From an optimization exercise on the open Yosys and OpenROAD flow, aimed at small area, a short achievable clock period and few clock cycles; shortcuts taken in it are not production practice. RTL that was checked went through simulation tests only; none was proved equivalent to the original. Only the layout flow was run in run 1; the RTL was not checked for function there. Power is estimated from default activity; no workload was simulated.

File: flow/design.v
`timescale 1ns / 1ps
module sync_fifo (
	input				Clk,
	input				Rst,
	output reg			InBus_Rdy,
	input				InBus_Val,
	input [63:0]		InBus_Dat,
	output				wr,
	input [2:0]			free,		 
	output reg [63:0]	slot0,
	output reg [63:0]	slot1,
	output reg [63:0]	slot2,
	output reg [2:0]	val,
	output reg [2:0]	wp			 
);
assign wr = InBus_Val && InBus_Rdy;
wire [2:0]	wsel     = wr ? wp : 3'b000;
wire [2:0]	val_next = (val & ~free) | wsel;
wire [2:0]	wp_next  = wr ? {wp[1:0], wp[2]} : wp;
always @(posedge Clk)
begin
	if (wsel[0]) slot0 <= InBus_Dat;
	if (wsel[1]) slot1 <= InBus_Dat;
	if (wsel[2]) slot2 <= InBus_Dat;
end
always @(posedge Clk)
begin
	if (Rst)
	begin
		val			<= 3'b000;
		wp			<= 3'b001;
		InBus_Rdy	<= 1'b1;
	end
	else
	begin
		val			<= val_next;
		wp			<= wp_next;
		InBus_Rdy	<= ~|(val_next & wp_next);
	end
end
endmodule
`timescale 1ns / 1ps
module receive_packet (
	input				Rst,
	input				Clk,
	input				wr,
	input				InBus_Sop,
	input				InBus_Eop,
	input [7:0]			InBus_Mod,
	input [63:0]		slot0,
	input [63:0]		slot1,
	input [63:0]		slot2,
	input [2:0]			wp,			 
	output reg			InBus_Error
);
reg			e_val;
reg			e_sop;
reg			e_eop;
reg			e_bad;
reg [3:0]	e_bytes;
reg [15:0]	remain_length;
wire		mod_bad = InBus_Eop ? (InBus_Mod > 8'd8) : (InBus_Mod != 8'd0);
wire [3:0]	beat_bytes = (InBus_Mod[3:0] == 4'd0) ? 4'd8 : InBus_Mod[3:0];
wire [15:0]	big_len = ({16{wp[1]}} & slot0[63:48]) |
					  ({16{wp[2]}} & slot1[63:48]) |
					  ({16{wp[0]}} & slot2[63:48]);
wire [15:0]	cur_len = e_sop ? big_len : remain_length;
always @(posedge Clk)
begin
	e_sop	<= InBus_Sop;
	e_eop	<= InBus_Eop;
	e_bad	<= mod_bad;
	e_bytes	<= beat_bytes;
	if (e_val)
		remain_length	<= cur_len - 16'd8;
end
always @(posedge Clk)
begin
	if (Rst)
	begin
		e_val		<= 1'b0;
		InBus_Error	<= 1'b0;
	end
	else
	begin
		e_val		<= wr;
		if (e_val && (e_bad || (e_eop && (cur_len != {12'b0, e_bytes}))))
			InBus_Error	<= 1'b1;
	end
end
endmodule
`timescale 1ns / 1ps
module out_packet (	 
    input 						Rst,   
    input 						Clk,   
	input [63:0]				slot0,
	input [63:0]				slot1,
	input [63:0]				slot2,
	input [2:0]					val,
	output [2:0]				free,
    output reg					OutBus_Val,   
    output reg					OutBus_Sop,   
    output reg					OutBus_Eop,   
    output reg [3:0]			OutBus_Mod,   
    output reg [63:0]			OutBus_Dat,   
    output reg [15:0] 			OutBus_PktLen,   
    output reg [7:0] 			OutBus_PktType   
    );
reg [2:0]		s;			 
reg [2:0]		a;			 
reg				insub;		 
reg				first;		 
reg				lastsub;	 
reg [15:0]		rem;		 
reg [15:0]		tot;		 
wire [2:0]		s1 = {s[1:0], s[2]};
wire [2:0]		s2 = {s[0], s[2:1]};
wire [63:0]		cur = ({64{s[0]}} & slot0) | ({64{s[1]}} & slot1) | ({64{s[2]}} & slot2);
wire [63:0]		nxt = ({64{s[2]}} & slot0) | ({64{s[0]}} & slot1) | ({64{s[1]}} & slot2);
wire			cur_val = |(s & val);
wire			nxt_val = |(s1 & val);
reg [63:0]		lane_mask;
always @*
begin
	case (a)
	3'd0: lane_mask = 64'hFFFF_FFFF_FFFF_FFFF;
	3'd1: lane_mask = 64'h00FF_FFFF_FFFF_FFFF;
	3'd2: lane_mask = 64'h0000_FFFF_FFFF_FFFF;
	3'd3: lane_mask = 64'h0000_00FF_FFFF_FFFF;
	3'd4: lane_mask = 64'h0000_0000_FFFF_FFFF;
	3'd5: lane_mask = 64'h0000_0000_00FF_FFFF;
	3'd6: lane_mask = 64'h0000_0000_0000_FFFF;
	default: lane_mask = 64'h0000_0000_0000_00FF;
	endcase
end
wire [63:0]		merged = (cur & lane_mask) | (nxt & ~lane_mask);
wire [127:0]	rot2   = {merged, merged} << {a, 3'b000};
wire [63:0]		beat   = rot2[127:64];
wire [15:0]		hdr_len  = beat[63:48];
wire [7:0]		hdr_type = beat[47:40];
wire [15:0]		big_len  = cur[63:48];
wire [15:0]		len   = insub ? rem : hdr_len;
wire			le8   = (len <= 16'd8);
wire [3:0]		k     = le8 ? len[3:0] : 4'd8;
wire [3:0]		p     = {1'b0, a} + k;
wire			span = (p > 4'd8) || (!insub && (a[2:1] == 2'b11));
wire			go    = cur_val && (!span || nxt_val);
wire [15:0]		avail = first ? (big_len - 16'd3) : tot;
wire			done  = insub ? lastsub : (avail == hdr_len);
wire			jump  = le8 && done;
wire [63:0]		keep  = ~(64'hFFFF_FFFF_FFFF_FFFF >> {k, 3'b000});
assign free = !go ? 3'b000 :
			  jump ? ((p > 4'd8) ? (s | s1) : s) :
			  (p[3] ? s : 3'b000);
always @(posedge Clk)
begin
	OutBus_Sop		<= !insub;
	OutBus_Eop		<= le8;
	OutBus_Mod		<= k;
	OutBus_Dat		<= beat & keep;
	if (go && !insub)
	begin
		OutBus_PktLen	<= hdr_len;
		OutBus_PktType	<= hdr_type;
		tot				<= avail - hdr_len;
		lastsub			<= (avail == hdr_len);
	end
	if (go)
		rem			<= len - 16'd8;
end
always @(posedge Clk)
begin
	if (Rst)
	begin
		s			<= 3'b001;
		a			<= 3'd3;
		insub		<= 1'b0;
		first		<= 1'b1;
		OutBus_Val	<= 1'b0;
	end
	else
	begin
		OutBus_Val	<= go;
		if (go)
		begin
			insub	<= !le8;
			if (!insub)
				first	<= 1'b0;
			if (jump)
			begin
				s		<= (p > 4'd8) ? s2 : s1;
				a		<= 3'd3;
				first	<= 1'b1;
			end
			else
			begin
				if (p[3])
					s	<= s1;
				a		<= p[2:0];
			end
		end
	end
end
endmodule
`timescale 1ns / 1ps
module packet_chopper
(
    input 					Rst,   
    input 					Clk,   
    output 					InBus_Rdy,   
    input 					InBus_Val,   
    input 					InBus_Sop,   
    input 					InBus_Eop,   
    input [7:0]				InBus_Mod,   
    input [63:0]			InBus_Dat,   
    output 					OutBus_Val,   
    output 					OutBus_Sop,   
    output 					OutBus_Eop,   
    output [3:0]			OutBus_Mod,   
    output [63:0]			OutBus_Dat,   
    output [15:0] 			OutBus_PktLen,   
    output [7:0] 			OutBus_PktType,   
    output 					Error				 
    );
wire [63:0]		slot0, slot1, slot2;
wire [2:0]		slot_val;
wire [2:0]		slot_wp;
wire [2:0]		slot_free;
wire			wr;
sync_fifo ring_inst (
	.Clk		(Clk),
	.Rst		(Rst),
	.InBus_Rdy	(InBus_Rdy),
	.InBus_Val	(InBus_Val),
	.InBus_Dat	(InBus_Dat),
	.wr			(wr),
	.free		(slot_free),
	.slot0		(slot0),
	.slot1		(slot1),
	.slot2		(slot2),
	.val		(slot_val),
	.wp			(slot_wp)
);
receive_packet recv_packet_inst (
	.Rst		(Rst),
	.Clk		(Clk),
	.wr			(wr),
	.InBus_Sop	(InBus_Sop),
	.InBus_Eop	(InBus_Eop),
	.InBus_Mod	(InBus_Mod),
	.slot0		(slot0),
	.slot1		(slot1),
	.slot2		(slot2),
	.wp			(slot_wp),
	.InBus_Error(Error)
);
out_packet out_packet_inst (
	.Rst			(Rst),
	.Clk			(Clk),
	.slot0			(slot0),
	.slot1			(slot1),
	.slot2			(slot2),
	.val			(slot_val),
	.free			(slot_free),
	.OutBus_Val		(OutBus_Val),
	.OutBus_Sop		(OutBus_Sop),
	.OutBus_Eop		(OutBus_Eop),
	.OutBus_Mod		(OutBus_Mod),
	.OutBus_Dat		(OutBus_Dat),
	.OutBus_PktLen	(OutBus_PktLen),
	.OutBus_PktType	(OutBus_PktType)
);
endmodule
File: flow/run.sh
#!/bin/bash
# synth_recipe.tcl (not shown) runs the flow's synth.tcl, then flattens the netlist and writes it again
# the make line also repeats each setting of config.mk as NAME=value (left out here)
make -C /OpenROAD-flow-scripts/flow DESIGN_CONFIG=/design/flow/config.mk WORK_HOME=/design/flow/orfs CLKGATE_MAP_FILE= SYNTH_SCRIPT=/design/flow/synth_recipe.tcl finish
File: flow/config.mk
export PLATFORM = sky130hd
export DESIGN_NAME = packet_chopper
export DESIGN_NICKNAME = packet_chopper
export VERILOG_FILES = /design/flow/design.v
export SDC_FILE = /design/flow/constraint.sdc
export NUM_CORES = 4
export LEC_CHECK = 0
export ABC_CLOCK_PERIOD_IN_PS = 3000
export CAP_MARGIN = 20
export CORE_MARGIN = 2
export CORE_UTILIZATION = 40
export PLACE_DENSITY = 0.6
export SETUP_SLACK_MARGIN = 5
export SLEW_MARGIN = 20
File: flow/constraint.sdc
create_clock -name core_clock -period 10.0 [get_ports {Clk}]
set_input_delay 2.0000 -clock core_clock [delete_from_list [all_inputs] [get_ports {Clk}]]
set_output_delay 2.0000 -clock core_clock [all_outputs]
set_load 0.01 [all_outputs]
==> PnR_summary.wiki, run 1 <==
{| class="wikitable"
! Metric !! Value
|-
| Critical path class || flop to flop
|-
| Yosys warns || 3
|-
| Flip-flop and latch area || 9880 µm²
|-
| Outcome || timing/DRC/antenna clean
|-
| Worst-case reg-to-reg path depth || 20
|-
| Ratio of routed vias to standard cells || 6.23
|-
| CTS HTree Levels || 2
|-
| Setup_tns || 0 ps
|-
| Power spent charging and discharging nets || 1.21 mW
|-
| List of cells traversed by the critical path || buf_12, buf_12, a222oi_1, mux4_2, a222oi_1, buf_4, mux2i_4, o21ai_0, a211oi_4, nand2_4, nor2_4, ha_4, fa_2, nor3_4, o31ai_4, buf_6, nor2_4, buf_12, buf_12, clkbuf_16
|-
| Combined buffer and inverter count along the critical path || 7
|-
| Slowest stage cell on the critical path || a222oi_1
|-
| CTS Root Buffer Type || clkbuf_16
|-
| Clk Latency, worst-skew pair || 590 ps
|-
| Worst Setup SP || out_packet_inst.s[1]
|-
| Wire length reported by the detailed router || roughly 73,000 µm
|-
| I/O pins || approximately 170
|-
| Leak Pwr || 9.05 nW
|-
| Maximum ir drop on the vdd rail || 0.000101 V
|-
| Pwr per Cell Area || 175 nW/µm²
|-
| Internal power component || a little over 3 mW
|-
| Sink Count || 360
|-
| Final hold slack || 494 ps
|-
| CP dominant cell by count || buf_12
|-
| Kind of end point of the critical path || flop
|-
| Area of the die || 47,400 µm²
|-
| Tightest Hold Check Type || flop to flop
|-
| Filler Cell Count || 3,869
|-
| Residual DRC count || 0
|-
| CP Data Required Time || just over 10,000 ps
|-
| CTS tree || yes
|-
| X dimension of the die || ~220 µm
|-
| Crit Reg-Reg Endpoint || out_packet_inst.OutBus_PktType[0]
|-
| Final routed wire length divided by cell count || between 20 and 30 µm
|-
| Portion of total power attributed to the clock network || 36.8%
|-
| Largest net degree at the start of global routing || just under 70
|-
| Detailed-route via count || 16,322
|-
| ANT nets after route || 0
|-
| Count of nets after finishing || 2,084
|-
| Mean area per synthesized cell || approximately 11 µm²
|-
| Ratio of final minimum period to clock period || 50.9%
|-
| Global-route wire length before repair || around 100,000 µm
|-
| Least setup slack across all paths after layout || 4910 ps
|-
| Startpoint of the most critical hold path || recv_packet_inst.InBus_Error
|-
| Fin crit period || 5090 ps
|-
| Area added between synthesis and finish || 35.1%
|-
| Number of antenna violations at the first check in global routing || 2
|-
| Slew Viols, Final || 0
|-
| Via count of the first global-routing pass || 15,050
|-
| RSZ-0062 raised after global routing || true
|-
| Post-synth ARST share || 0%
|-
| Comb power frac || between 20% and 30%
|-
| EDFF count, synth || 265
|-
| Number of nets in the synthesized netlist || ~1,800
|-
| Top_reg_cell synth || edfxtp_1
|-
| Worst-case hold path end point || recv_packet_inst.InBus_Error
|-
| Count of TritonRoute iterations in the first routing pass || 12
|-
| Worst setup timing slack at the placement stage || 3220 ps
|-
| Worst Path Max Fanout || 18
|-
| Worst-path clk slew || 60 ps
|-
| Fraction of final layout cells with drive strength greater than 1 || 22.3%
|-
| Detailed Place HPWL || 46,500 µm
|-
| Max Root-Sink Buffers || 3
|-
| Final number of setup-violating endpoints || 0
|-
| 1st-iter DRT viols || 2,495
|-
| Total gr overflow || 0
|-
| Post-synthesis instance total || 1,674
|-
| Count of buffers inserted at the top-level ports || 173
|-
| Height of the chip || 218 µm
|-
| Sw Share || 28.1%
|-
| Sequential cell area fraction in the yosys report || 54.0%
|-
| Slew HR || 30.4%
|-
| Skew final || 20.6 ps
|-
| Number of buffers added by the clock tree synthesis step || 40
|-
| Placer Congestion || roughly 0.98
|-
| Effective utilization at floorplan || 40.4%
|-
| Combined area of all synthesized cells || 18,300 µm²
|-
| Arrival time at the worst endpoint || 5380 ps
|-
| Reg2reg setup slack || ~4900 ps
|-
| Standard cell core area || approximately 45,000 µm²
|-
| Num rows || 78
|-
| Delay-heaviest family, CP || compound AO/OA/AOI/OAI gates
|-
| Multi-input gate area in the final layout || 8340 µm²
|-
| Max-cap viol count || 0
|-
| Measured slew at the worst slew-check pin || 1040 ps
|-
| Number of cells on the worst hold path || 2
|-
| GR Util All Layers || 29.5%
|-
| Critical Path Max Stage Delay || between 500 and 600 ps
|-
| Number of failing hold endpoints at the final stage || 0
|-
| Number of buffers inserted by hold repair at cts || 0
|-
| Reg-to-Reg Start || out_packet_inst.s[1]
|-
| Distinct cell type count of the synthesized netlist || 85
|-
| Nature of the critical path startpoint || flop
|-
| Seq cells post-synth || 360
|-
| Proportion of power drawn by flip-flops and latches || 41.3%
|-
| Highest Clock Rate || 197 MHz
|}
cells by family after synthesis:
logic type               Yosys count  synth area share [%]
AO/OA/AOI/OAI                    453                  18.6
XOR/XNOR                          48                  2.30
adder cells (fa/ha/maj)           23                  1.64
buffers and inverters            171                  4.03
flip-flops                       360                  54.0
multiplexers                     110                  6.98
AND/OR/NAND/NOR                  509                  12.5
worst register-to-register path, cell delays in order (launching register included):
cell       delay, ps
dfxtp_4          410
buf_12           170
buf_12           160
a222oi_1         600
mux4_2           420
a222oi_1          80
buf_4            190
mux2i_4          210
o21ai_0          230
a211oi_4         380
nand2_4          130
nor2_4           140
ha_4             160
fa_2             450
nor3_4           260
o31ai_4          130
buf_6            140
nor2_4           140
buf_12           140
buf_12           120
clkbuf_16        150
layout make-up:
class	count	area share, %
clock buffers	50	4.25
well taps	600	3.04
multi-input cells	1144	33.8
clock inverters	24	1.43
inverters	47	0.892
diodes	1	0.0101
flip-flops and latches	360	40.0
repair buffers	392	16.6
power groups by stage:
| stage | Combinational (mW) | Clock [mW] | Sequential (mW) |
|---|---|---|---|
| finish | 0.947 | 1.58 | 1.78 |
| global placement | 0.765 | 0 | 1.81 |
| global route | 1.00 | 1.66 | 1.79 |
| detailed placement | 0.770 | 0 | 1.82 |
| CTS | 0.856 | 1.60 | 1.78 |
| floorplan | 0.435 | 0 | 1.81 |
per-stage QoR:
step / utilization (%) / total power, mW / area, µm² / instances
CTS: 52.4 / 4.23 / 23700 / 2572
global route: 54.6 / 4.45 / 24700 / 2617
global placement: 45.4 / 2.58 / 20500 / 2355
floorplan: - / 2.24 / 18300 / 1674
detailed placement: 45.4 / 2.59 / 20500 / 2356
finish: 54.6 / 4.31 / 24700 / 2618
layer usage:
metal,part of all wire (%),vias up,track usage [%]
met5,0.025,-,0
li1,-,7065,-
met1,40,7949,41.1
met3,11,193,5.97
met2,44,1113,44.3
met4,4.8,2,13.2
flip-flops by register name (all words and copies together) (netlist names), 4 cells and up:
signal,cells
out_packet_inst.OutBus_Dat,64
out_packet_inst.OutBus_Mod,4
out_packet_inst.OutBus_PktLen,16
out_packet_inst.OutBus_PktType,8
out_packet_inst.rem,16
out_packet_inst.tot,16
recv_packet_inst.e_bytes,4
recv_packet_inst.remain_length,16
ring_inst.slot0,64
ring_inst.slot1,64
ring_inst.slot2,64
placed cells by master (no fill, tap or decap), drive strengths merged, types with 9 or more instances in the layout:
master,count
a222oi,100
a21o,12
mux4,10
nor2b,22
clkinv,14
clkbuf,58
inv,48
a21boi,9
xor2,18
or2,12
o21ai,72
buf,207
mux2,36
nor2,170
nand4,12
clkdlybuf4s50,173
nor3,28
ha,20
nand3,28
dfxtp,95
mux2i,64
a22oi,34
a221oi,13
o31ai,9
a21oi,90
nand2,194
a221o,10
edfxtp,265
a211oi,32
xnor2,30
synth_stat cells (all sizes together) (10+ instances only):
cell | count | area [µm²]
mux4 | 10 | 225
edfxtp | 265 | 7960
buf | 58 | 312
ha | 20 | 250
a221o | 10 | 100
or2 | 12 | 75.1
o21ai | 72 | 360
a211oi | 32 | 245
nor3 | 28 | 161
a22oi | 34 | 260
nor2 | 170 | 641
a21oi | 89 | 449
a21o | 12 | 90.1
nand3 | 28 | 145
nor2b | 22 | 138
nand4 | 12 | 75.1
clkbuf | 66 | 248
inv | 47 | 176
nand2 | 194 | 731
mux2i | 64 | 644
dfxtp | 95 | 1900
a222oi | 100 | 1000
xor2 | 18 | 158
xnor2 | 30 | 263
a221oi | 13 | 114
mux2 | 36 | 405
repair_timing:
action | in CTS | in global routing
endpoints found under the setup margin | 135 | 76
setup buffers | 134 | 38
gates resized for setup | 95 | 95
cloned | 8 | 7
pin swaps | 56 | 51
how the worst max path moves through the flow:
stage / depth (start not counted) / to / slack, ps
2_1_floorplan: 16 / out_packet_inst.OutBus_PktLen[0] / 5000
3_3_place_gp: 18 / ring_inst.InBus_Rdy / 3440
3_5_place_dp: 18 / ring_inst.InBus_Rdy / 3220
4_1_cts: 18 / out_packet_inst.tot[11] / 4930
5_1_grt: 21 / out_packet_inst.a[2] / 4850
6_report: 20 / out_packet_inst.OutBus_PktType[0] / 4910
==> run 2, diff against run 1 <==
--- a/flow/design.v
+++ b/flow/design.v
@@ -6,2 +6,4 @@
 	input				InBus_Val,
+	input				InBus_Eop,
+	input [7:0]			InBus_Mod,
 	input [63:0]		InBus_Dat,
@@ -12,2 +14,4 @@
 	output reg [63:0]	slot2,
+	output reg [2:0]	eop,		 
+	output reg [8:0]	last,		 
 	output reg [2:0]	val,
@@ -19,7 +23,8 @@
 wire [2:0]	wp_next  = wr ? {wp[1:0], wp[2]} : wp;
-always @(posedge Clk)
-begin
-	if (wsel[0]) slot0 <= InBus_Dat;
-	if (wsel[1]) slot1 <= InBus_Dat;
-	if (wsel[2]) slot2 <= InBus_Dat;
+wire [2:0]	last_in  = InBus_Mod[2:0] - 3'd1;	 
+always @(posedge Clk)
+begin
+	if (wsel[0]) begin slot0 <= InBus_Dat; eop[0] <= InBus_Eop; last[2:0] <= last_in; end
+	if (wsel[1]) begin slot1 <= InBus_Dat; eop[1] <= InBus_Eop; last[5:3] <= last_in; end
+	if (wsel[2]) begin slot2 <= InBus_Dat; eop[2] <= InBus_Eop; last[8:6] <= last_in; end
 end
@@ -98,2 +103,4 @@
 	input [63:0]				slot2,
+	input [2:0]					eop,
+	input [8:0]					last,
 	input [2:0]					val,
@@ -111,6 +118,4 @@
 reg				insub;		 
-reg				first;		 
-reg				lastsub;	 
-reg [15:0]		rem;		 
-reg [15:0]		tot;		 
+reg [15:3]		rem;		 
+reg				fit;		 
 wire [2:0]		s1 = {s[1:0], s[2]};
@@ -121,2 +126,6 @@
 wire			nxt_val = |(s1 & val);
+wire			cur_eop = |(s & eop);
+wire			nxt_eop = |(s1 & eop);
+wire [2:0]		cur_last = ({3{s[0]}} & last[2:0]) | ({3{s[1]}} & last[5:3]) | ({3{s[2]}} & last[8:6]);
+wire [2:0]		nxt_last = ({3{s[2]}} & last[2:0]) | ({3{s[0]}} & last[5:3]) | ({3{s[1]}} & last[8:6]);
 reg [63:0]		lane_mask;
@@ -140,16 +149,37 @@
 wire [7:0]		hdr_type = beat[47:40];
-wire [15:0]		big_len  = cur[63:48];
-wire [15:0]		len   = insub ? rem : hdr_len;
-wire			le8   = (len <= 16'd8);
-wire [3:0]		k     = le8 ? len[3:0] : 4'd8;
+reg [3:0]		hk;		 
+reg				hle8;	 
+integer			l;
+always @*
+begin
+	hk   = 4'd0;
+	hle8 = 1'b0;
+	for (l = 0; l < 8; l = l + 1)
+		if (a == l)
+		begin
+			if (cur[63-8*l -: 8] == 8'd0 &&
+				((l < 7) ? (cur[55-8*l -: 8] <= 8'd8) : (nxt[63:56] <= 8'd8)))
+			begin
+				hle8 = 1'b1;
+				hk   = (l < 7) ? cur[51-8*l -: 4] : nxt[59:56];
+			end
+			else
+				hk   = 4'd8;
+		end
+end
+wire			rle8  = (rem == 13'd1) || (rem == 13'd2 && OutBus_PktLen[2:0] == 3'd0);
+wire [3:0]		rk    = rle8 ? {1'b0, OutBus_PktLen[2:0]} | {rem[4], 3'b000} : 4'd8;
+wire			le8   = insub ? rle8 : hle8;
+wire [3:0]		k     = insub ? rk : hk;
 wire [3:0]		p     = {1'b0, a} + k;
-wire			span = (p > 4'd8) || (!insub && (a[2:1] == 2'b11));
-wire			go    = cur_val && (!span || nxt_val);
-wire [15:0]		avail = first ? (big_len - 16'd3) : tot;
-wire			done  = insub ? lastsub : (avail == hdr_len);
-wire			jump  = le8 && done;
+wire			pge8  = (k >= 4'd8 - {1'b0, a});
+wire			span  = (k > 4'd8 - {1'b0, a}) || (!insub && (a[2:1] == 2'b11));
+wire			go    = cur_val && (nxt_val || fit);
+wire [3:0]		k_cur = {1'b0, cur_last} + 4'd1 - {1'b0, a};
+wire [3:0]		k_nxt = {1'b0, nxt_last} + 4'd9 - {1'b0, a};
+wire			jump_cur = le8 && cur_eop && (k == k_cur);
+wire			jump_nxt = le8 && nxt_eop && (k == k_nxt);
+wire			jump  = jump_cur || jump_nxt;
 wire [63:0]		keep  = ~(64'hFFFF_FFFF_FFFF_FFFF >> {k, 3'b000});
-assign free = !go ? 3'b000 :
-			  jump ? ((p > 4'd8) ? (s | s1) : s) :
-			  (p[3] ? s : 3'b000);
+assign free = ({3{go && (pge8 || jump)}} & s) | ({3{go && jump_nxt}} & s1);
 always @(posedge Clk)
@@ -164,7 +194,5 @@
 		OutBus_PktType	<= hdr_type;
-		tot				<= avail - hdr_len;
-		lastsub			<= (avail == hdr_len);
 	end
 	if (go)
-		rem			<= len - 16'd8;
+		rem			<= insub ? rem - 13'd1 : hdr_len[15:3];
 end
@@ -177,3 +205,3 @@
 		insub		<= 1'b0;
-		first		<= 1'b1;
+		fit			<= 1'b0;
 		OutBus_Val	<= 1'b0;
@@ -183,2 +211,3 @@
 		OutBus_Val	<= go;
+		fit			<= !go && cur_val && !span;
 		if (go)
@@ -186,9 +215,6 @@
 			insub	<= !le8;
-			if (!insub)
-				first	<= 1'b0;
 			if (jump)
 			begin
-				s		<= (p > 4'd8) ? s2 : s1;
+				s		<= jump_nxt ? s2 : s1;
 				a		<= 3'd3;
-				first	<= 1'b1;
 			end
@@ -196,3 +222,3 @@
 			begin
-				if (p[3])
+				if (pge8)
 					s	<= s1;
@@ -226,2 +252,4 @@
 wire [2:0]		slot_val;
+wire [2:0]		slot_eop;
+wire [8:0]		slot_last;
 wire [2:0]		slot_wp;
@@ -234,2 +262,4 @@
 	.InBus_Val	(InBus_Val),
+	.InBus_Eop	(InBus_Eop),
+	.InBus_Mod	(InBus_Mod),
 	.InBus_Dat	(InBus_Dat),
@@ -240,2 +270,4 @@
 	.slot2		(slot2),
+	.eop		(slot_eop),
+	.last		(slot_last),
 	.val		(slot_val),
@@ -262,2 +294,4 @@
 	.slot2			(slot2),
+	.eop			(slot_eop),
+	.last			(slot_last),
 	.val			(slot_val),
--- a/flow/config.mk
+++ b/flow/config.mk
@@ -7,8 +7,8 @@
 export LEC_CHECK = 0
-export ABC_CLOCK_PERIOD_IN_PS = 3000
 export CAP_MARGIN = 20
 export CORE_MARGIN = 2
-export CORE_UTILIZATION = 40
-export PLACE_DENSITY = 0.6
+export CORE_UTILIZATION = 45
+export PLACE_DENSITY = 0.65
 export SETUP_SLACK_MARGIN = 5
 export SLEW_MARGIN = 20
+export TNS_END_PERCENT = 5
==> PnR_summary.wiki, run 2 <==
{| class="wikitable"
! Metric !! Value
|-
| CTS tree || yes
|-
| Ratio of routed vias to standard cells || 6.24 (about the same)
|-
| Combined area of all synthesized cells || 17,600 µm² (-3.6%)
|-
| Slowest stage cell on the critical path || a222oi_1
|-
| Sw Share || 24.5% (-3.6 points)
|-
| Pwr per Cell Area || 164 nW/µm² (-6.1%)
|-
| CTS Root Buffer Type || clkbuf_16
|-
| Skew final || 16.1 ps (-4.46 ps)
|-
| Post-synth top cells || 257 x edfxtp_1, 191 x nor2_1, 144 x a222oi_1, 124 x mux2i_1, 123 x nand2_1
|-
| Kind of end point of the critical path || flop
|-
| Area contributors post-synth || edfxtp_1 44%, dfxtp_1 11%, a222oi_1 8.2%
|-
| Final number of setup-violating endpoints || 0 (unchanged)
|-
| Number of nets in the synthesized netlist || 1,666 (-6.0%)
|-
| Mean area per synthesized cell || 11.3 µm² (+3.4%)
|-
| Via count of the first global-routing pass || 13,429 (-11%)
|-
| Maximum ir drop on the vdd rail || 0.000145 V (+43%)
|-
| Ratio of final minimum period to clock period || 48.0% (-2.9 points)
|-
| Setup_tns || 0 ps (unchanged)
|-
| Standard cell core area || 38,600 µm² (-14%)
|-
| Post-synthesis instance total || 1,561 (-6.8%)
|-
| Proportion of power drawn by flip-flops and latches || 47.8% (+6.5 points)
|-
| Internal power component || 2.69 mW (-13%)
|-
| ANT nets after route || 0 (unchanged)
|-
| Final hold slack || 487 ps (-6.59 ps)
|-
| Global-route wire length before repair || 85,200 µm (-17%)
|-
| Max Root-Sink Buffers || 3 (unchanged)
|-
| I/O pins || 174 (unchanged)
|-
| CTS HTree Levels || 2 (unchanged)
|-
| Detailed Place HPWL || 41,400 µm (-11%)
|-
| Wire length reported by the detailed router || 57,900 µm (-21%)
|-
| Residual DRC count || 0 (unchanged)
|-
| Slew HR || 25.2% (-5.2 points)
|-
| Critical Path Max Stage Delay || 600 ps (about the same)
|-
| Tightest Hold Check Type || flop to flop
|-
| Area added between synthesis and finish || 23.2%
|-
| Count of nets after finishing || 1,843 (-12%)
|-
| Worst setup timing slack at the placement stage || 4150 ps (+926 ps)
|-
| Most common cell in the synthesized netlist || edfxtp_1
|-
| Fraction of final layout cells with drive strength greater than 1 || 11.7% (-11 points)
|-
| Post-layout utilization of the core || 56.2% (+1.5 points)
|-
| Measured slew at the worst slew-check pin || 1110 ps (+65.2 ps)
|-
| Power spent charging and discharging nets || 0.872 mW (-28%)
|-
| Delay-heaviest family, CP || compound AO/OA/AOI/OAI gates
|-
| Distinct cell type count of the synthesized netlist || 81 (-4.7%)
|-
| Leak Pwr || 7.69 nW (-15%)
|-
| Count of TritonRoute iterations in the first routing pass || 13 (+1)
|-
| Sink Count || 352 (-2.2%)
|-
| 1st-iter DRT viols || 2,051 (-18%)
|-
| Largest area contributor in the netlist || edfxtp_1
|-
| Worst-path clk slew || 60 ps (about the same)
|-
| Highest Clock Rate || 208 MHz (+6.0%)
|-
| Arrival time at the worst endpoint || 5230 ps (-150 ps)
|-
| Number of failing hold endpoints at the final stage || 0 (unchanged)
|-
| List of cells traversed by the critical path || buf_6, a222oi_1, nand4_1, buf_4, or4_1, nand2_1, o21ai_0, a2111o_1, nand2_4, inv_2, a2111oi_4, a41oi_4, a21oi_4, nor2b_1, a211o_1
|-
| Post-synth ARST share || 0% (unchanged)
|-
| Count of buffers inserted at the top-level ports || 173 (unchanged)
|-
| Fin crit period || 4800 ps (-289 ps)
|-
| Worst Path Max Fanout || 41 (+23)
|-
| Filler Cell Count || 3,268 (-16%)
|-
| Placer Congestion || 0.942 (-3.9%)
|-
| Final routed wire length divided by cell count || 25.4 µm (-9.3%)
|-
| Combined buffer and inverter count along the critical path || 3 (-4)
|-
| Share of the synthesized area in the top cell type || 43.8% (+0.26 points)
|-
| Height of the chip || 202 µm (-7.3%)
|-
| Sequential cell area fraction in the yosys report || 54.6% (+0.65 points)
|-
| Diodes inserted || 0 (-1)
|-
| Num rows || 72 (-7.7%)
|-
| Nature of the critical path startpoint || flop
|-
| Yosys warns || 3 (unchanged)
|-
| Number of antenna violations at the first check in global routing || 0 (-2)
|-
| Slew Viols, Final || 0 (unchanged)
|-
| Commonest cells after routing, fill and taps aside || 257 x edfxtp_1, 189 x nor2_1, 173 x clkdlybuf4s50_1
|-
| Largest net degree at the start of global routing || 69 (unchanged)
|-
| Top_reg_cell synth || edfxtp_1
|-
| Detailed-route via count || 14,241 (-13%)
|-
| Comb power frac || 13.5% (-8.5 points)
|-
| EDFF count, synth || 257 (-3.0%)
|-
| Max-cap viol count || 0 (unchanged)
|-
| Clk Latency, worst-skew pair || 550 ps (-40 ps)
|-
| Critical path class || flop to flop
|-
| RSZ-0062 raised after global routing || true
|-
| Outcome || timing/DRC/antenna clean
|-
| X dimension of the die || 202 µm (-7.3%)
|-
| Commonest non-fill, non-tap cell in the layout || edfxtp_1
|-
| Number of buffers added by the clock tree synthesis step || 36 (-10%)
|-
| CP Data Required Time || 10,430 ps (+140 ps)
|-
| Effective utilization at floorplan || 45.6% (+5.1 points)
|-
| Total gr overflow || 0 (unchanged)
|-
| Least setup slack across all paths after layout || 5200 ps (+289 ps)
|-
| Portion of total power attributed to the clock network || 38.7% (+1.9 points)
|-
| GR Util All Layers || 27.8% (-1.7 points)
|-
| Reg2reg setup slack || 5200 ps (+290 ps)
|-
| Seq cells post-synth || 352 (-2.2%)
|-
| Area of the die || 40,700 µm² (-14%)
|}
==> run 2: changes by cell type in the layout (fill, tap and decap cells not counted), moves of 20 or more <==
cell	change
a22oi_1	-22
a222oi_1	+44
buf_4	-114
mux2i_1	+62
a211oi_1	-20
nor2_1	+32
nand2_1	-64
==> run 2: path summary, 6_finish.rpt <==
| path | startpoint | end | cells past startpoint |
|---|---|---|---|
| max | out_packet_inst.s[1] | out_packet_inst.s[0] | 15 |
| min | recv_packet_inst.InBus_Error | recv_packet_inst.InBus_Error | 2 |
| max reg2reg | out_packet_inst.s[1] | out_packet_inst.s[0] | 15 |
| min reg2reg | recv_packet_inst.InBus_Error | recv_packet_inst.InBus_Error | 2 |
==> run 2: worst min-delay path, cell delays in order, from the launching register on <==
cell	delay, ps
dfxtp_1	330
a21oi_1	40
nor2_1	70
==> run 2: cell type report <==
cell class / instances / area [µm²] / share of cell area (%)
Clock inverter: 12 / 149 / 0.686
Sequential cell: 352 / 9630 / 44.4
Timing Repair Buffer: 238 / 2490 / 11.5
Inverter: 59 / 229 / 1.05
Tap cell: 518 / 648 / 2.99
Clock buffer: 52 / 1080 / 4.97
Multi-Input combinational cell: 1051 / 7480 / 34.4
==> run 2: per-stage QoR <==
| stage | total power, mW | cell area (µm²) | cells |
|---|---|---|---|
| final | 3.56 | 21700 | 2282 |
| after global routing | 3.68 | 21700 | 2282 |
| after CTS | 3.57 | 21500 | 2271 |
| after detailed placement | 2.19 | 19900 | 2189 |
| after global placement | 2.18 | 19900 | 2189 |
| after floorplan | 1.96 | 17600 | 1561 |
==> run 2: power groups by stage <==
stage                     Sequential [mW]  Combinational (mW)  Clock (mW)
after detailed placement             1.73               0.454           0
after global routing                 1.71               0.516        1.46
after global placement               1.73               0.451           0
after CTS                            1.70               0.470        1.40
final                                1.70               0.480        1.38
after floorplan                      1.73               0.235           0
==> run 2: kinds of logic (layout without fill, tap and decap cells) <==
family	after synthesis	after routing	synth area share, %
XOR/XNOR	31	31	1.58
AND/OR/NAND/NOR	467	467	12.2
buffers and inverters	159	361	3.53
multiplexers	161	161	9.41
flip-flops	352	352	54.6
adder cells (fa/ha/maj)	28	28	2.12
AO/OA/AOI/OAI	363	364	16.6
==> run 2: routing by layer <==
metal / share of wire [%] / global-route usage, % / wire length, µm / vias up
met3: 7.9 / 3.87 / 4600 / 113
met2: 45 / 43.8 / 26300 / 748
met1: 43 / 39.5 / 25000 / 6907
met5: 0 / 0 / 0 / -
li1: - / - / - / 6473
met4: 3.5 / 9.77 / 2040 / 0
==> run 2: timing repair <==
| item | in CTS | in global routing |
|---|---|---|
| pin swaps | 12 | 14 |
| setup buffers | 16 | 8 |
| resized for setup | 29 | 17 |
| gates cloned | 2 | 3 |
| hold buffers | 0 | 0 |
| endpoints found under the hold margin | 0 | 0 |
| endpoints found under the setup margin | 62 | 33 |
Testbench counts of run 2, summed over its fixed seeds: cycles 9,508.
==> run 3, diff against run 2 <==
--- a/flow/design.v
+++ b/flow/design.v
@@ -54,13 +54,5 @@
 	input [7:0]			InBus_Mod,
-	input [63:0]		slot0,
-	input [63:0]		slot1,
-	input [63:0]		slot2,
-	input [2:0]			wp,			 
+	input [15:0]		InBus_Len,
 	output reg			InBus_Error
 );
-reg			e_val;
-reg			e_sop;
-reg			e_eop;
-reg			e_bad;
-reg [3:0]	e_bytes;
 reg [15:0]	remain_length;
@@ -68,13 +60,6 @@
 wire [3:0]	beat_bytes = (InBus_Mod[3:0] == 4'd0) ? 4'd8 : InBus_Mod[3:0];
-wire [15:0]	big_len = ({16{wp[1]}} & slot0[63:48]) |
-					  ({16{wp[2]}} & slot1[63:48]) |
-					  ({16{wp[0]}} & slot2[63:48]);
-wire [15:0]	cur_len = e_sop ? big_len : remain_length;
-always @(posedge Clk)
-begin
-	e_sop	<= InBus_Sop;
-	e_eop	<= InBus_Eop;
-	e_bad	<= mod_bad;
-	e_bytes	<= beat_bytes;
-	if (e_val)
+wire [15:0]	cur_len = InBus_Sop ? InBus_Len : remain_length;
+always @(posedge Clk)
+begin
+	if (wr)
 		remain_length	<= cur_len - 16'd8;
@@ -84,12 +69,5 @@
 	if (Rst)
-	begin
-		e_val		<= 1'b0;
 		InBus_Error	<= 1'b0;
-	end
-	else
-	begin
-		e_val		<= wr;
-		if (e_val && (e_bad || (e_eop && (cur_len != {12'b0, e_bytes}))))
-			InBus_Error	<= 1'b1;
-	end
+	else if (wr && (mod_bad || (InBus_Eop && (cur_len != {12'b0, beat_bytes}))))
+		InBus_Error	<= 1'b1;
 end
@@ -282,6 +260,3 @@
 	.InBus_Mod	(InBus_Mod),
-	.slot0		(slot0),
-	.slot1		(slot1),
-	.slot2		(slot2),
-	.wp			(slot_wp),
+	.InBus_Len	(InBus_Dat[63:48]),
 	.InBus_Error(Error)
==> flow/flow/run.sh (new file) <==
#!/bin/bash
set -euo pipefail
bash standard.sh SETUP_SLACK_MARGIN=7 finish > make.log 2>&1
==> flow/standard.sh (new file) <==
#!/bin/bash
# synth_recipe.tcl (not shown) runs the flow's synth.tcl, then flattens the netlist and writes it again
# the make line also repeats each setting of config.mk as NAME=value (left out here)
make -C /OpenROAD-flow-scripts/flow DESIGN_CONFIG=/design/flow/config.mk WORK_HOME=/design/flow/orfs CLKGATE_MAP_FILE= SYNTH_SCRIPT=/design/flow/synth_recipe.tcl "${@:-finish}"
--- a/flow/config.mk
+++ b/flow/config.mk
@@ -7,2 +7,3 @@
 export LEC_CHECK = 0
+export ABC_AREA = 1
 export CAP_MARGIN = 20
@@ -11,4 +12,2 @@
 export PLACE_DENSITY = 0.65
-export SETUP_SLACK_MARGIN = 5
 export SLEW_MARGIN = 20
-export TNS_END_PERCENT = 5
removed: flow/run.sh
==> PnR_summary.wiki, run 3 <==
{| class="wikitable"
! Metric !! Value
|-
| Diodes inserted || 0 (unchanged)
|-
| Number of failing hold endpoints at the final stage || 0 (unchanged)
|-
| Detailed Place HPWL || 37,600 µm (-9.3%)
|-
| CTS tree || yes
|-
| GR Util All Layers || 29.8% (+2.0 points)
|-
| Number of buffers inserted by hold repair at cts || 0 (unchanged)
|-
| Count of nets after finishing || 2,531 (+37%)
|-
| Via count of the first global-routing pass || 15,524 (+16%)
|-
| I/O pins || 174 (unchanged)
|-
| Clk Latency, worst-skew pair || 560 ps (about the same)
|-
| Standard cell core area || 38,700 µm² (+0.23%)
|-
| Post-synth top cells || 780 x nand2_1, 257 x edfxtp_1, 165 x o21ai_0, 159 x nor2_1, 139 x inv_1
|-
| Global-route wire length before repair || 92,900 µm (+9.1%)
|-
| Reg2reg setup slack || 6230 ps (+1030 ps)
|-
| Max Root-Sink Buffers || 3 (unchanged)
|-
| Most common cell in the synthesized netlist || nand2_1
|-
| Mean area per synthesized cell || 8.45 µm² (-25%)
|-
| Slowest stage cell on the critical path || dfxtp_4
|-
| Critical Path Max Stage Delay || 370 ps (-230 ps)
|-
| Tightest Hold Check Type || flop to flop
|-
| Fraction of final layout cells with drive strength greater than 1 || 35.1% (+23 points)
|-
| ANT nets after route || 0 (unchanged)
|-
| Largest area contributor in the netlist || edfxtp_1
|-
| Share of the synthesized area in the top cell type || 43.6% (-0.17 points)
|-
| X dimension of the die || 202 µm (+0.19%)
|-
| Skew final || 16.2 ps (+0.0945 ps)
|-
| Setup_tns || 0 ps (unchanged)
|-
| Yosys warns || 3 (unchanged)
|-
| CTS Root Buffer Type || clkbuf_16
|-
| Outcome || timing/DRC/antenna clean
|-
| Placer Congestion || 0.948 (+0.63%)
|-
| Worst-path clk slew || 60 ps (about the same)
|-
| Seq cells post-synth || 344 (-2.3%)
|-
| Sink Count || 344 (-2.3%)
|-
| Slew Viols, Final || 0 (unchanged)
|-
| Effective utilization at floorplan || 45.6% (+0.075 points)
|-
| Worst Path Max Fanout || 7 (-83%)
|-
| Largest net degree at the start of global routing || 71 (+2.9%)
|-
| Top_reg_cell synth || edfxtp_1
|-
| Distinct cell type count of the synthesized netlist || 54 (-33%)
|-
| Placed cell areas || 20,000 µm² (+0.62%)
|-
| CP Data Required Time || 10,420 ps (about the same)
|-
| Measured slew at the worst slew-check pin || 799 ps (-308 ps)
|-
| Height of the chip || 202 µm (+0.19%)
|-
| 1st-iter DRT viols || 2,064 (+0.63%)
|-
| EDFF count, synth || 257 (unchanged)
|-
| Count of buffers inserted at the top-level ports || 173 (unchanged)
|-
| Sequential cell area fraction in the yosys report || 53.5% (-1.1 points)
|-
| CTS HTree Levels || 2 (unchanged)
|-
| Ratio of final minimum period to clock period || 37.7% (-10 points)
|-
| Final hold slack || 489 ps (+2.22 ps)
|-
| Post-synthesis instance total || 2,093 (+34%)
|-
| Final number of setup-violating endpoints || 0 (unchanged)
|-
| Post-synth ARST share || 0% (unchanged)
|-
| Number of nets in the synthesized netlist || 2,197 (+32%)
|-
| Combined area of all synthesized cells || 17,700 µm² (+0.40%)
|-
| Arrival time at the worst endpoint || 4190 ps (-1040 ps)
|-
| Detailed-route via count || 17,029 (+20%)
|-
| Number of buffers added by the clock tree synthesis step || 37 (+2.8%)
|-
| Max-cap viol count || 0 (unchanged)
|-
| Maximum ir drop on the vdd rail || 0.000123 V (-15%)
|-
| Kind of end point of the critical path || flop
|-
| Commonest non-fill, non-tap cell in the layout || nand2_1
|-
| Area of the die || 40,900 µm² (+0.39%)
|-
| Highest Clock Rate || 265 MHz (+27%)
|-
| Critical path class || flop to flop
|-
| Leak Pwr || 10.5 nW (+36%)
|-
| Design area || 25,400 µm² (+17%)
|-
| Number of antenna violations at the first check in global routing || 0 (unchanged)
|-
| Num rows || 72 (unchanged)
|-
| Final Total Pwr || 4.25 mW (+19%)
|-
| RSZ-0062 raised after global routing || true
|-
| CP dominant cell by count || nand2_1
|-
| Fin crit period || 3770 ps (-1030 ps)
|-
| Wire length reported by the detailed router || 65,800 µm (+14%)
|-
| Residual DRC count || 0 (unchanged)
|-
| Count of TritonRoute iterations in the first routing pass || 6 (-7)
|-
| Final routed wire length divided by cell count || 22.1 µm (-13%)
|-
| Pwr per Cell Area || 167 nW/µm² (+2.1%)
|-
| Area contributors post-synth || edfxtp_1 44%, nand2_1 17%, dfxtp_1 9.8%
|-
| Area added between synthesis and finish || 43.6%
|-
| Total gr overflow || 0 (unchanged)
|-
| Nature of the critical path startpoint || flop
|-
| Commonest cells after routing, fill and taps aside || 691 x nand2_1, 257 x edfxtp_1, 146 x buf_4
|-
| Ratio of routed vias to standard cells || 5.73 (-8.2%)
|-
| Slew HR || 46.6% (+21 points)
|}
## run 3: changes by cell type after synthesis, sizes merged, moves of 88 or more
| cell | previous run | this run |
|---|---|---|
| nand2 | 124 | 791 |
| a222oi | 144 | 0 |
| o21ai | 48 | 170 |
| mux2i | 124 | 14 |
| nand3 | 21 | 116 |
| inv | 57 | 145 |
## run 3: final cells by class
class                      instances  area, µm²
fill                            3018      13300
sequential                       344       9540
multi-input combinational       1503       9290
timing repair buffer             390       3980
clock buffer                      48       1080
inverter                         147        652
tap                              518        648
clock inverter                    19        156
timing repair inverter             4       35.0
## run 3: metrics by stage
stage | utilization, % | std cells | worst slack (ps)
after floorplan | - | 2093 | 6250
after global placement | 51.7 | 2692 | 5070
after detailed placement | 51.7 | 2692 | 5030
after CTS | 59.9 | 2875 | 6410
after global routing | 65.5 | 2973 | 6060
final | 65.5 | 2973 | 6230
## run 3: worst max-delay path, delay by kind of cell, from the launching register on
kind	cells	cell delay [ps]
fa+ha+maj	1	220
flops	1	370
buf+inv	3	500
compound gates	1	170
simple gates	25	2370
## run 3: logic make-up after synthesis
| logic type | share of synthesized area [%] |
|---|---|
| compound gates | 9.85 |
| xor+xnor | 1.34 |
| fa+ha+maj | 2.04 |
| buf+inv | 5.99 |
| flops | 53.5 |
| mux | 0.792 |
| simple gates | 26.5 |
## run 3: per-layer routing
layer | up-vias | global-route usage, % | wire, µm
li1 | 7725 | - | -
met3 | 232 | 5.77 | 6650
met4 | 0 | 12.8 | 3490
met1 | 8078 | 39.9 | 25900
met2 | 994 | 47.3 | 29800
met5 | - | 0 | 0
## run 3: where the power goes
part           leakage [nW]  switching [mW]  internal (mW)
combinational          6.76           0.644          0.453
sequential             3.10          0.0637           1.70
clock                 0.618           0.577          0.817
total                  10.5            1.29           2.97
## run 3: worst paths after layout
check | start | end | depth (start not counted)
max | out_packet_inst.s[2] | ring_inst.InBus_Rdy | 30
min | ring_inst.wp[0] | ring_inst.wp[0] | 2
min reg2reg | ring_inst.wp[0] | ring_inst.wp[0] | 2
max reg2reg | out_packet_inst.s[2] | ring_inst.InBus_Rdy | 30
## run 3: timing repair
| action | in CTS | in global routing |
|---|---|---|
| cloned | 16 | 11 |
| setup buffers | 100 | 87 |
| resized for setup | 741 | 343 |
| pin swaps | 64 | 126 |
| endpoints found under the hold margin | 0 | 0 |
| endpoints found under the setup margin | 470 | 280 |
Testbench counts of run 3, summed over its fixed seeds: cycles 9,508.
==> run 4, diff against run 3 <==
--- a/flow/design.v
+++ b/flow/design.v
@@ -21,2 +21,3 @@
 wire [2:0]	wsel     = wr ? wp : 3'b000;
+wire [2:0]	load     = InBus_Rdy ? wp : 3'b000;
 wire [2:0]	val_next = (val & ~free) | wsel;
@@ -26,5 +27,5 @@
 begin
-	if (wsel[0]) begin slot0 <= InBus_Dat; eop[0] <= InBus_Eop; last[2:0] <= last_in; end
-	if (wsel[1]) begin slot1 <= InBus_Dat; eop[1] <= InBus_Eop; last[5:3] <= last_in; end
-	if (wsel[2]) begin slot2 <= InBus_Dat; eop[2] <= InBus_Eop; last[8:6] <= last_in; end
+	if (load[0]) begin slot0 <= InBus_Dat; eop[0] <= InBus_Eop; last[2:0] <= last_in; end
+	if (load[1]) begin slot1 <= InBus_Dat; eop[1] <= InBus_Eop; last[5:3] <= last_in; end
+	if (load[2]) begin slot2 <= InBus_Dat; eop[2] <= InBus_Eop; last[8:6] <= last_in; end
 end
@@ -57,6 +58,7 @@
 );
-reg [15:0]	remain_length;
+reg [15:0]	beat_length;	 
 wire		mod_bad = InBus_Eop ? (InBus_Mod > 8'd8) : (InBus_Mod != 8'd0);
 wire [3:0]	beat_bytes = (InBus_Mod[3:0] == 4'd0) ? 4'd8 : InBus_Mod[3:0];
-wire [15:0]	cur_len = InBus_Sop ? InBus_Len : remain_length;
+wire [15:0]	rest_length = beat_length - 16'd8;
+wire [15:0]	cur_len = InBus_Sop ? InBus_Len : rest_length;
 always @(posedge Clk)
@@ -64,3 +66,3 @@
 	if (wr)
-		remain_length	<= cur_len - 16'd8;
+		beat_length	<= cur_len;
 end
==> flow/flow/run.sh (replaced) <==
#!/bin/bash
set -euo pipefail
bash standard.sh SETUP_SLACK_MARGIN=6.5 "BUFFER_PORTS_ARGS=-buffer_cell sky130_fd_sc_hd__buf_1" finish > make.log 2>&1
==> PnR_summary.wiki, run 4 <==
{| class="wikitable"
! Metric !! Value
|-
| Num rows || 73 (+1.4%)
|-
| Count of TritonRoute iterations in the first routing pass || 5 (-1)
|-
| Portion of total power attributed to the clock network || 33.1% (+0.3 points)
|-
| RSZ-0062 raised after global routing || true
|-
| Post-layout utilization of the core || 56.3% (-9.3 points)
|-
| Internal power component || 2.84 mW (-4.4%)
|-
| Startpoint of the most critical hold path || recv_packet_inst.InBus_Error
|-
| Maximum ir drop on the vdd rail || 0.000113 V (-8.6%)
|-
| Residual DRC count || 0 (unchanged)
|-
| CTS Root Buffer Type || clkbuf_16
|-
| Worst-path clk slew || 60 ps (about the same)
|-
| Ratio of routed vias to standard cells || 5.60 (-2.2%)
|-
| Area added between synthesis and finish || 24.2%
|-
| Worst-case reg-to-reg path depth || 32 (+6.7%)
|-
| Tightest Hold Check Type || flop to flop
|-
| Proportion of power drawn by flip-flops and latches || 43.5% (+2.1 points)
|-
| Number of antenna violations at the first check in global routing || 0 (unchanged)
|-
| Highest Clock Rate || 260 MHz (-2.1%)
|-
| Worst-case hold path end point || recv_packet_inst.InBus_Error
|-
| Reg2reg setup slack || 6150 ps (-80 ps)
|-
| Sequential cell area fraction in the yosys report || 52.8% (-0.73 points)
|-
| Share of the synthesized area in the top cell type || 43.0% (-0.60 points)
|-
| Max-cap viol count || 0 (unchanged)
|-
| Pwr per Cell Area || 186 nW/µm² (+11%)
|-
| Number of buffers inserted by hold repair at cts || 0 (unchanged)
|-
| Post-synth top cells || 764 x nand2_1, 257 x edfxtp_1, 168 x o21ai_0, 154 x nor2_1, 134 x inv_1
|-
| Slowest stage cell on the critical path || dfxtp_4
|-
| Measured slew at the worst slew-check pin || 1110 ps (+312 ps)
|-
| Final number of setup-violating endpoints || 0 (unchanged)
|-
| CTS HTree Levels || 2 (unchanged)
|-
| Skew final || 25.5 ps (+9.23 ps)
|-
| Critical Path Max Stage Delay || 440 ps (+70 ps)
|-
| Top_reg_cell synth || edfxtp_1
|-
| Standard cell core area || 39,500 µm² (+2.1%)
|-
| Multi-input gate area in the final layout || 8080 µm² (-13%)
|-
| Critical path class || flop to flop
|-
| Number of failing hold endpoints at the final stage || 0 (unchanged)
|-
| Area of the die || 41,500 µm² (+1.4%)
|-
| Ratio of final minimum period to clock period || 38.5% (+0.80 points)
|-
| Sink Count || 344 (unchanged)
|-
| X dimension of the die || 204 µm (+0.68%)
|-
| Comb power frac || 23.3% (-2.5 points)
|-
| Worst Path Max Fanout || 8 (+1)
|-
| Wire length reported by the detailed router || 60,700 µm (-7.9%)
|-
| Commonest non-fill, non-tap cell in the layout || nand2_1
|-
| Post-synth ARST share || 0% (unchanged)
|-
| Final routed wire length divided by cell count || 21.0 µm (-5.2%)
|-
| Non-filler instance count after layout || 2,888 (-2.9%)
|-
| Fraction of final layout cells with drive strength greater than 1 || 16.7% (-18 points)
|-
| Fin crit period || 3850 ps (+79.8 ps)
|-
| Via count of the first global-routing pass || 14,905 (-4.0%)
|-
| Combined area of all synthesized cells || 17,900 µm² (+1.4%)
|-
| Global-route wire length before repair || 89,000 µm (-4.2%)
|-
| Count of nets after finishing || 2,439 (-3.6%)
|-
| Most common cell in the synthesized netlist || nand2_1
|-
| I/O pins || 174 (unchanged)
|-
| Distinct cell type count of the synthesized netlist || 57 (+5.6%)
|-
| Clk Latency, worst-skew pair || 560 ps (about the same)
|-
| Seq cells post-synth || 344 (unchanged)
|-
| Reg-to-Reg Start || out_packet_inst.s[0]
|-
| GR Util All Layers || 28.5% (-1.3 points)
|-
| Leak Pwr || 8.85 nW (-16%)
|-
| Area contributors post-synth || edfxtp_1 43%, nand2_1 16%, dfxtp_1 9.7%
|-
| Slew Viols, Final || 0 (unchanged)
|-
| Outcome || timing/DRC/antenna clean
|-
| Detailed Place HPWL || 38,000 µm (+1.2%)
|-
| Number of buffers added by the clock tree synthesis step || 38 (+2.7%)
|-
| Number of nets in the synthesized netlist || 2,220 (+1.0%)
|-
| CP Data Required Time || 10,450 ps (+30 ps)
|-
| Slew HR || 25.9% (-21 points)
|-
| Total gr overflow || 0 (unchanged)
|-
| Number of cells on the worst hold path || 2 (unchanged)
|-
| Mean area per synthesized cell || 8.47 µm² (+0.28%)
|-
| Detailed-route via count || 16,175 (-5.0%)
|-
| 1st-iter DRT viols || 1,552 (-25%)
|-
| Height of the chip || 204 µm (+0.68%)
|-
| Diodes inserted || 0 (unchanged)
|-
| Placer Congestion || 0.930 (-1.9%)
|-
| Filler Cell Count || 3,478 (+15%)
|-
| Sw Share || 31.5% (+1.2 points)
|-
| Largest area contributor in the netlist || edfxtp_1
|-
| Nature of the critical path startpoint || flop
|-
| Effective utilization at floorplan || 45.3% (-0.32 points)
|-
| Setup_tns || 0 ps (unchanged)
|-
| Commonest cells after routing, fill and taps aside || 742 x nand2_1, 257 x edfxtp_1, 170 x buf_1
|-
| EDFF count, synth || 257 (unchanged)
|-
| Flip-flop and latch area || 9480 µm² (-0.64%)
|-
| Arrival time at the worst endpoint || 4290 ps (+100 ps)
|-
| Power spent charging and discharging nets || 1.30 mW (+1.3%)
|-
| Yosys warns || 3 (unchanged)
|-
| Post-synthesis instance total || 2,116 (+1.1%)
|-
| Count of buffers inserted at the top-level ports || 173 (unchanged)
|-
| ANT nets after route || 0 (unchanged)
|-
| CP dominant cell by count || nand2_1
|-
| Max Root-Sink Buffers || 3 (unchanged)
|-
| Crit Reg-Reg Endpoint || ring_inst.InBus_Rdy
|-
| Largest net degree at the start of global routing || 73 (+2.8%)
|-
| Kind of end point of the critical path || flop
|-
| CTS tree || yes
|-
| Post-placement cell count || 2,724 (+1.2%)
|}
==> run 4: cell types whose count changed after synthesis, sizes merged, moves of 4 or more <==
cell and change:
o21ai +12, clkbuf -7, a31oi +7, inv +12, nand3 +4, a21oi +9
xor2 -10, nand2 -12, nor2 +7, buf +8
==> run 4: critical path, delay by kind of cell, from the launching register on <==
kind,cells,cell delay [ps]
buffers and inverters,3,420
adders and majority gates,1,200
and+or+nand+nor,27,2440
DFF,1,440
AOI/OAI and AO/OA,1,210
==> run 4: power groups by stage <==
stage	sequential, mW	clock [mW]	combinational, mW
2_1_floorplan	1.85	0	0.458
3_3_place_gp	1.83	0	0.787
3_5_place_dp	1.84	0	0.794
4_1_cts	1.80	1.39	0.889
5_1_grt	1.81	1.45	1.04
6_report	1.80	1.37	0.966
==> run 4: how the worst max path moves through the flow <==
stage / end / slack (ps) / start
3_3_place_gp: out_packet_inst.rem[3] / 4920 / out_packet_inst.a[2]
4_1_cts: ring_inst.InBus_Rdy / 6310 / out_packet_inst.s[0]
2_1_floorplan: recv_packet_inst.InBus_Error / 6310 / InBus_Mod[1]
6_report: ring_inst.InBus_Rdy / 6150 / out_packet_inst.s[0]
3_5_place_dp: out_packet_inst.rem[6] / 4850 / out_packet_inst.a[2]
5_1_grt: ring_inst.InBus_Rdy / 5920 / out_packet_inst.s[0]
==> run 4: routing by layer <==
layer	share of wire [%]	track usage, %	wire length [µm]	up-vias
met2	46	45.0	27700	798
met3	8.4	4.76	5070	140
met1	42	39.0	25500	7682
li1	-	-	-	7555
met4	3.9	12.1	2390	0
met5	0	0	0	-
==> run 4: metrics by stage <==
| stage | worst slack (ps) | hold WS [ps] | instance area [µm²] | total power [mW] |
|---|---|---|---|---|
| 3_5_place_dp | 4850 | 484 | 18900 | 2.63 |
| 4_1_cts | 6310 | 502 | 21500 | 4.08 |
| 2_1_floorplan | 6310 | 469 | 18100 | 2.31 |
| 5_1_grt | 5920 | 523 | 22300 | 4.31 |
| 6_report | 6150 | 500 | 22300 | 4.14 |
| 3_3_place_gp | 4920 | 471 | 18900 | 2.62 |
==> run 4: area by class of cell <==
class,instances,share of cell area [%]
clock buffer,47,4.52
timing repair buffer,280,9.74
timing repair inverter,2,0.0731
tap,525,2.95
multi-input combinational,1511,36.3
sequential,344,42.6
inverter,158,2.95
clock inverter,21,0.894
==> run 4: kinds of logic after synthesis <==
| logic type | Yosys count | synth area share [%] |
|---|---|---|
| XOR/XNOR | 15 | 0.733 |
| flip-flops | 344 | 52.8 |
| AO/OA/AOI/OAI | 323 | 10.5 |
| AND/OR/NAND/NOR | 1130 | 26.5 |
| multiplexers | 16 | 0.893 |
| adder cells (fa/ha/maj) | 27 | 2.01 |
| buffers and inverters | 261 | 6.62 |
==> run 4: timing repair <==
| action | CTS | global route |
|---|---|---|
| resized for setup | 151 | 122 |
| setup endpoints to repair | 116 | 108 |
| buffers inserted | 51 | 26 |
| pin swaps | 32 | 46 |
| gates cloned | 14 | 4 |
Testbench counts of run 4, summed over its fixed seeds: cycles 9,508.
==> run 5, diff against run 4 <==
==> flow/flow/run.sh (replaced) <==
#!/bin/bash
# The standard layout with these changes:
#  - the port buffers are buf_1 cells rather than the delay buffers
#    buffer_ports picks by default.
# Each make run's full output goes to its own log file here.
set -euo pipefail
B="BUFFER_PORTS_ARGS=-buffer_cell sky130_fd_sc_hd__buf_1"
bash standard.sh SETUP_SLACK_MARGIN=6.5 "$B" cts > make_cts.log 2>&1
bash standard.sh SETUP_SLACK_MARGIN=0 "$B" finish > make_finish.log 2>&1
==> PnR_summary.wiki, run 5 <==
{| class="wikitable"
! Metric !! Value
|-
| Reg-to-Reg Start || out_packet_inst.s[0]
|-
| Filler Cell Count || 3,583 (+3.0%)
|-
| EDFF count, synth || 257 (unchanged)
|-
| Synth Area in Simple Gates || 26.5% (unchanged)
|-
| Max-cap viol count || 0 (unchanged)
|-
| CTS Root Buffer Type || clkbuf_16
|-
| Number of buffers added by the clock tree synthesis step || 38 (unchanged)
|-
| Area added between synthesis and finish || 20.0%
|-
| CP dominant cell by count || nand2_1
|-
| Number of antenna violations at the first check in global routing || 0 (unchanged)
|-
| Number of failing hold endpoints at the final stage || 0 (unchanged)
|-
| Share of the synthesized area in the top cell type || 43.0% (unchanged)
|-
| Wire length reported by the detailed router || 59,300 µm (-2.2%)
|-
| Design area || 21,500 µm² (-3.3%)
|-
| Mean area per synthesized cell || 8.47 µm² (unchanged)
|-
| Max Root-Sink Buffers || 3 (unchanged)
|-
| Largest family of logic cells by synthesized area || simple AND/OR/NAND/NOR gates
|-
| Placer Congestion || 0.930 (unchanged)
|-
| Highest Clock Rate || 266 MHz (+2.5%)
|-
| Measured slew at the worst slew-check pin || 1110 ps (+3.60 ps)
|-
| Maximum ir drop on the vdd rail || 0.000112 V (-0.52%)
|-
| Combined area of all synthesized cells || 17,900 µm² (unchanged)
|-
| Placed cell areas || 18,900 µm² (unchanged)
|-
| Tightest Hold Check Type || flop to flop
|-
| Worst Setup SP || out_packet_inst.s[0]
|-
| Slowest stage cell on the critical path || dfxtp_4
|-
| I/O pins || 174 (unchanged)
|-
| Ratio of routed vias to standard cells || 5.59 (-0.16%)
|-
| Detailed-route via count || 15,982 (-1.2%)
|-
| RSZ-0062 raised after global routing || false
|-
| Largest net degree at the start of global routing || 73 (unchanged)
|-
| Worst-path clk slew || 60 ps (about the same)
|-
| Num rows || 73 (unchanged)
|-
| Height of the chip || 204 µm (unchanged)
|-
| Skew final || 28.1 ps (+2.65 ps)
|-
| Commonest non-fill, non-tap cell in the layout || nand2_1
|-
| Post-synthesis instance total || 2,116 (unchanged)
|-
| Synth Area in Compound Gates || 10.5% (unchanged)
|-
| Effective utilization at floorplan || 45.3% (unchanged)
|-
| ANT nets after route || 0 (unchanged)
|-
| Outcome || timing/DRC/antenna clean
|-
| Yosys warns || 3 (unchanged)
|-
| X dimension of the die || 204 µm (unchanged)
|-
| Distinct cell type count of the synthesized netlist || 57 (unchanged)
|-
| Fraction of final layout cells with drive strength greater than 1 || 13.5% (-3.2 points)
|-
| Ratio of final minimum period to clock period || 37.5% (-0.93 points)
|-
| Standard cell core area || 39,500 µm² (unchanged)
|-
| 1st-iter DRT viols || 1,682 (+8.4%)
|-
| Arrival time at the worst endpoint || 4200 ps (-90 ps)
|-
| Count of TritonRoute iterations in the first routing pass || 5 (unchanged)
|-
| Sink Count || 344 (unchanged)
|-
| CTS tree || yes
|-
| Slew HR || 25.7% (-0.24 points)
|-
| Largest area contributor in the netlist || edfxtp_1
|-
| Startpoint of the most critical hold path || recv_packet_inst.InBus_Error
|-
| Number of buffers inserted by hold repair at cts || 0 (unchanged)
|-
| Post-synth ARST share || 0% (unchanged)
|-
| Kind of end point of the critical path || flop
|-
| Final number of setup-violating endpoints || 0 (unchanged)
|-
| Post-synthesis share of cell area spent on xor and xnor gates || 0.733% (unchanged)
|-
| Post-synth top cells || 764 x nand2_1, 257 x edfxtp_1, 168 x o21ai_0, 154 x nor2_1, 134 x inv_1
|-
| Area of the die || 41,500 µm² (unchanged)
|-
| Pwr per Cell Area || 189 nW/µm² (+1.9%)
|-
| Nature of the critical path startpoint || flop
|-
| Sequential cell area fraction in the yosys report || 52.8% (unchanged)
|-
| Residual DRC count || 0 (unchanged)
|-
| Seq cells post-synth || 344 (unchanged)
|-
| CTS HTree Levels || 2 (unchanged)
|-
| Critical path class || flop to flop
|-
| Diodes inserted || 0 (unchanged)
|-
| Detailed Place HPWL || 38,000 µm (unchanged)
|-
| Via count of the first global-routing pass || 14,905 (unchanged)
|-
| Critical Path Max Stage Delay || 460 ps (+20 ps)
|-
| Total gr overflow || 0 (unchanged)
|-
| Final routed wire length divided by cell count || 20.8 µm (-1.2%)
|-
| GR Util All Layers || 28.5% (unchanged)
|-
| Count of nets after finishing || 2,409 (-1.2%)
|-
| Number of nets in the synthesized netlist || 2,220 (unchanged)
|-
| Slew Viols, Final || 0 (unchanged)
|-
| Share of cell area taken by muxes after synthesis || 0.893% (unchanged)
|-
| Fin crit period || 3750 ps (-92.8 ps)
|-
| Setup_tns || 0 ps (unchanged)
|-
| Most common cell in the synthesized netlist || nand2_1
|-
| Post-Synth Adder-Cell Area || 2.01% (unchanged)
|-
| CP Data Required Time || 10,450 ps (about the same)
|-
| Top_reg_cell synth || edfxtp_1
|-
| Clk Latency, worst-skew pair || 570 ps (about the same)
|-
| Worst Path Max Fanout || 8 (unchanged)
|-
| Delay-heaviest family, CP || simple AND/OR/NAND/NOR gates
|-
| Global-route wire length before repair || 89,000 µm (unchanged)
|-
| Area contributors post-synth || edfxtp_1 43%, nand2_1 16%, dfxtp_1 9.7%
|-
| Count of buffers inserted at the top-level ports || 173 (unchanged)
|-
| Combined buffer and inverter count along the critical path || 4 (+1)
|-
| Commonest cells after routing, fill and taps aside || 747 x nand2_1, 257 x edfxtp_1, 170 x buf_1
|-
| Leak Pwr || 8.58 nW (-3.0%)
|}
[run 5: cell counts after synthesis]
No cell type changed its count.
[run 5: worst reg2reg max path, delay by kind of cell, from the launching register on]
kind,cells,cell delay [ps]
DFF,1,460
adders and majority gates,1,200
AOI/OAI and AO/OA,4,560
and+or+nand+nor,25,1980
buffers and inverters,4,480
[run 5: worst paths after layout]
check	slack, ps	end	cells after the start
setup / recovery	6250	out_packet_inst.s[1]	34
hold / removal	500	recv_packet_inst.InBus_Error	2
setup reg to reg	6250	out_packet_inst.s[1]	34
hold reg to reg	500	recv_packet_inst.InBus_Error	2
[run 5: per-stage QoR]
| stage | std cells | utilization [%] | worst slack (ps) | hold WS (ps) | total power [mW] |
|---|---|---|---|---|---|
| after detailed placement | 2724 | 47.7 | 4850 | 484 | 2.63 |
| after CTS | 2857 | 54.4 | 6310 | 502 | 4.08 |
| after global placement | 2724 | 47.7 | 4920 | 471 | 2.62 |
| after floorplan | 2116 | - | 6310 | 469 | 2.31 |
| after global routing | 2858 | 54.4 | 5870 | 523 | 4.24 |
| final | 2858 | 54.4 | 6250 | 501 | 4.08 |
[run 5: what timing repair did]
action	CTS	global route
gates resized for setup	151	0
endpoints found under the setup margin	116	0
endpoints found under the hold margin	0	0
setup buffers	51	0
[run 5: final cells by class]
type | instances | area (µm²) | share of cell area, %
timing repair buffer | 250 | 1800 | 8.37
timing repair inverter | 2 | 13.8 | 0.0640
sequential | 344 | 9480 | 44.0
inverter | 158 | 642 | 2.98
clock buffer | 47 | 1010 | 4.67
tap | 525 | 657 | 3.05
multi-input combinational | 1511 | 7730 | 35.9
clock inverter | 21 | 199 | 0.924
[run 5: cell families (layout without fill, tap and decap cells)]
| family | after synthesis | in the layout |
|---|---|---|
| XOR/XNOR | 15 | 15 |
| AO/OA/AOI/OAI | 323 | 323 |
| buffers and inverters | 261 | 478 |
| AND/OR/NAND/NOR | 1130 | 1130 |
| adder cells (fa/ha/maj) | 27 | 27 |
| multiplexers | 16 | 16 |
| flip-flops | 344 | 344 |
[run 5: report_power, final]
| group | internal, mW | switching [mW] | total [mW] |
|---|---|---|---|
| clock | 0.797 | 0.577 | 1.37 |
| sequential | 1.73 | 0.0719 | 1.80 |
| combinational | 0.277 | 0.623 | 0.901 |
[run 5: routing by layer]
metal | global-route usage, % | part of all wire (%) | vias to the layer above
met5 | 0 | 0 | -
met3 | 4.76 | 8.1 | 132
met2 | 45.0 | 45 | 768
met1 | 39.0 | 42 | 7583
met4 | 12.1 | 4.1 | 0
li1 | - | - | 7499

==> re-timing with driven ports <==
In the flow no input, the clock included, has a driving cell. The finished layouts below were timed again as built, in two steps. Step 1 (the two cells are an assumption about what drives the block):
set clk [get_ports {Clk}]
set_driving_cell -lib_cell sky130_fd_sc_hd__clkbuf_16 $clk
set_driving_cell -lib_cell sky130_fd_sc_hd__buf_2 [delete_from_list [all_inputs] $clk]
Step 2 moves the port delays by t, midway between the first and last clock arrival at a register: inputs arrive t later, outputs are due t later. That takes back most of the time a late clock gives input paths. a / b / c = ideal ports / drivers / drivers and shift; a / b = the first two.
run	t, ns	setup WS [ns]	hold slack, ns	worst register clock-pin slew, ns
run 1	0.631	4.914 / 4.914 / 4.914	0.494 / 0.494 / 0.494	0.07 / 0.07
run 2	0.602	5.203 / 5.203 / 5.203	0.487 / 0.487 / 0.487	0.06 / 0.06
run 3	0.607	6.233 / 6.233 / 6.152	0.489 / 0.489 / 0.489	0.07 / 0.07
run 4	0.603	6.154 / 6.154 / 5.999	0.500 / 0.500 / 0.500	0.07 / 0.07
run 5	0.607	6.246 / 6.246 / 5.801	0.501 / 0.501 / 0.501	0.07 / 0.07
After both steps every run listed still meets setup and hold. For run 5, which loses most, drivers alone change the setup slack by 0.000 ns; drivers and shift together by -0.445 ns.
